From an optimization exercise on the open Yosys and OpenROAD flow, aimed at small area; shortcuts taken in it are not production practice.
The RTL was checked by simulation tests, not by an equivalence proof against the original design.
No activity file was given, so power comes from the tool's default toggle rates.

Setup of v6:
// motorpackage
module motorpackage(
    input        inc,
    input        rst,
    input        en,
    input        rxin,
    input        q1a, q1b, q2a, q2b, q3a, q3b, q4a, q4b,
    input  [2:0] hall1, hall2, hall3, hall4, hall5,
    output [1:0] a1, b1, c1,
    output [1:0] a2, b2, c2,
    output [1:0] a3, b3, c3,
    output [1:0] a4, b4, c4,
    output [1:0] a5, b5, c5,
    output       tx
    );
Size in the first run: about 2,300 cells after synthesis, about 58 I/O pins.
export LEC_CHECK = 0
export ABC_AREA = 1
export CAP_MARGIN = 20
export CORE_MARGIN = 2
export CORE_UTILIZATION = 60
export CTS_BUF_LIST = sky130_fd_sc_hd__clkbuf_16
export CTS_CLUSTER_DIAMETER = 80
export CTS_CLUSTER_SIZE = 25
export GPL_TIMING_DRIVEN = 1
export SLEW_MARGIN = 20
create_clock -name core_clock -period 10.0 [get_ports {inc}]
standard.sh (not shown) runs the stock make flow with config.mk's settings and CLKGATE_MAP_FILE= SYNTH_SCRIPT=/design/flow/synth_recipe.tcl, a recipe that flattens the netlist after the stock synthesis.
==> flow/flow/run.sh <==
#!/bin/bash
# Layout flow: the standard synthesis, then the combinational logic of
# its netlist re-mapped for area (flow/remap.sh: registers, adder cells and
# names kept), then the standard layout steps with two options changed:
#  - the port buffers inserted at placement are the smallest buffer
#    (every input and output port still gets its own buffer);
#  - clock tree synthesis adds no dummy loads.
# Logs: standard_synth.log and standard.log (make), remap.log (yosys),
# and each ORFS step's own log under orfs/logs.
set -euo pipefail
HERE=$(pwd)
R=$HERE/orfs/results/sky130hd/motorpackage/base
LIB=$FLOW_HOME/platforms/sky130hd/lib/sky130_fd_sc_hd__tt_025C_1v80.lib
YOSYS=$FLOW_HOME/../tools/install/yosys/bin/yosys
[ -x "$YOSYS" ] || YOSYS=$(command -v yosys)

export BUFFER_PORTS_ARGS="-buffer_cell sky130_fd_sc_hd__buf_1"
export CTS_ARGS="-sink_clustering_enable -repair_clock_nets -sink_clustering_size 25 -sink_clustering_max_diameter 80 -buf_list sky130_fd_sc_hd__clkbuf_16 -dont_use_dummy_load"

bash standard.sh synth > standard_synth.log 2>&1
cp "$R/1_2_yosys.v" "$HERE/1_2_yosys_standard.v"
bash flow/remap.sh "$HERE/1_2_yosys_standard.v" "$R/1_2_yosys.v" "$LIB" "$YOSYS" "$HERE/remap.log"
rm -f "$R/1_synth.odb" "$R/1_synth.sdc"
bash standard.sh > standard.log 2>&1
Other scripts of this flow, unchanged in this note and not shown: flow/flow/remap.sh
Modified inputs, v7 compared to v6
-- flow/design.v --
<<< v6, line 87
    always @(posedge inc) begin
        if (rst || !en) spd[gi] <= 7'd0;
        else if (dv_d && set_cnt == ((gi + 1) & 3)) spd[gi] <= rx_byte[6:0];
    end
end endgenerate
>>> v7, line 87
    always @(posedge inc) begin
        if (rst || !en) spd[gi] <= 7'd0;
        else if ((gi & 1) ? (rx_dv && set_cnt == gi) : (dv_d && set_cnt == ((gi + 1) & 3)))
            spd[gi] <= rx_byte[6:0];
    end
end endgenerate
<<< v6, line 230
    input  [6:0] spd_x,       
    input  [7:0] tot_x_n,     
    input  [6:0] spd_y,
    input  [7:0] tot_y_n,
    input        pstep,
>>> v7, line 231
    input  [6:0] spd_x,       
    input  [7:0] tot_x_n,     
    input  [6:0] spd_y,       
    input  [7:0] tot_y_n,
    input        pstep,
<<< v6, line 242
reg [7:0] ex, ey;
always @(posedge clk) ex <= ex_n;
always @(posedge clk) if (!tk_last) ey <= ey_n;
reg  [7:0]  epx, epy;       
reg  [13:0] pox, poy;       
>>> v7, line 243
reg [7:0] ex, ey;
always @(posedge clk) ex <= ex_n;
always @(posedge clk) if (!(tk_pre | tk_last)) ey <= ey_n;
reg  [7:0]  epx, epy;       
reg  [13:0] pox, poy;       
<<< v6, line 248
reg  [6:0]  wy;             
wire [13:0] o_in = tk_m1 ? poy : tk_b ? pmy : pox;
wire [7:0]  e_in = tk_m1 ? ey_n : tk_b ? ey : ex;
wire [7:0]  p_in = (tk_m1 | tk_b) ? epy : epx;
wire [13:0] o_m = hz ? 14'd0 : o_in;
wire [8:0]  t1;
>>> v7, line 249
reg  [6:0]  wy;             
wire [13:0] o_in = tk_m1 ? poy : tk_b ? pmy : pox;
wire        sel_y = tk_m1 | tk_b;
wire [7:0]  e_in = sel_y ? ey : ex;
wire [7:0]  p_in = sel_y ? epy : epx;
wire [13:0] o_m = hz ? 14'd0 : o_in;
wire [8:0]  t1;
<<< v6, line 288
always @(posedge clk) begin
    if (rst || !en) epy <= 8'd0;
    else if (tk_m1) epy <= ey_n;
    else if (tk_b) epy <= ey;
end
wire [6:0] duty_x = pox[13] ? 7'd0 : (|pox[12:7]) ? 7'd127 : pox[6:0];
>>> v7, line 290
always @(posedge clk) begin
    if (rst || !en) epy <= 8'd0;
    else if (sel_y) epy <= ey;
end
wire [6:0] duty_x = pox[13] ? 7'd0 : (|pox[12:7]) ? 7'd127 : pox[6:0];
[summary]
Layout overhead on the synthesized area across v7 and v6: no real change.
Final HPWL from detailed placement, v7 vs v6: up slightly
Compared with v6, in v7 highest clock frequency the design can meet lower; portion of total power attributed to combinational logic lower.
Compared to v6, v7 has area occupied by multi-input gates 120 um^2 lower.
v7 has wire length above what v6 had.
Compared with v6, v7 shows a average instance area after synthesis that is about 0.7% higher.
Looking at placer's final routability congestion estimate across v7 and v6, the one that comes out lower is v7.
Against v6 as the reference, v7 delivers a higher non-clock buffer count.
When v7 is set beside v6, its gate count of the mapped netlist turns out to be about 1.1% smaller.
Against v6, v7 comes in 0.29 points lower on switching fraction of total power.
Comparing data arrival time at the worst-slack endpoint for v7 and v6, the smaller number came from v6.

==> re-timing with driven ports <==
The results above use ideal ports. As a check the final layouts listed here were re-extracted and re-timed, cells and wires unchanged. Step 1: set_driving_cell puts a clkbuf_16 on inc and a buf_2 on each other input, an assumption about the parent block. Step 2, shift: input delay + t, output delay - t, t = (earliest + latest rising clock arrival at the registers) / 2. This alone moves slack from input paths to output paths. Slacks: no drivers / after step 1 / after step 2; pairs: no drivers / after step 1.
run	t (ns)	setup WS [ns]	worst data-port slew with drivers (ns)
v6	0.571	1.773 / 1.773 / 1.773	0.03
v7	0.562	1.636 / 1.636 / 1.636	0.03
After both steps every run listed still meets setup and hold.
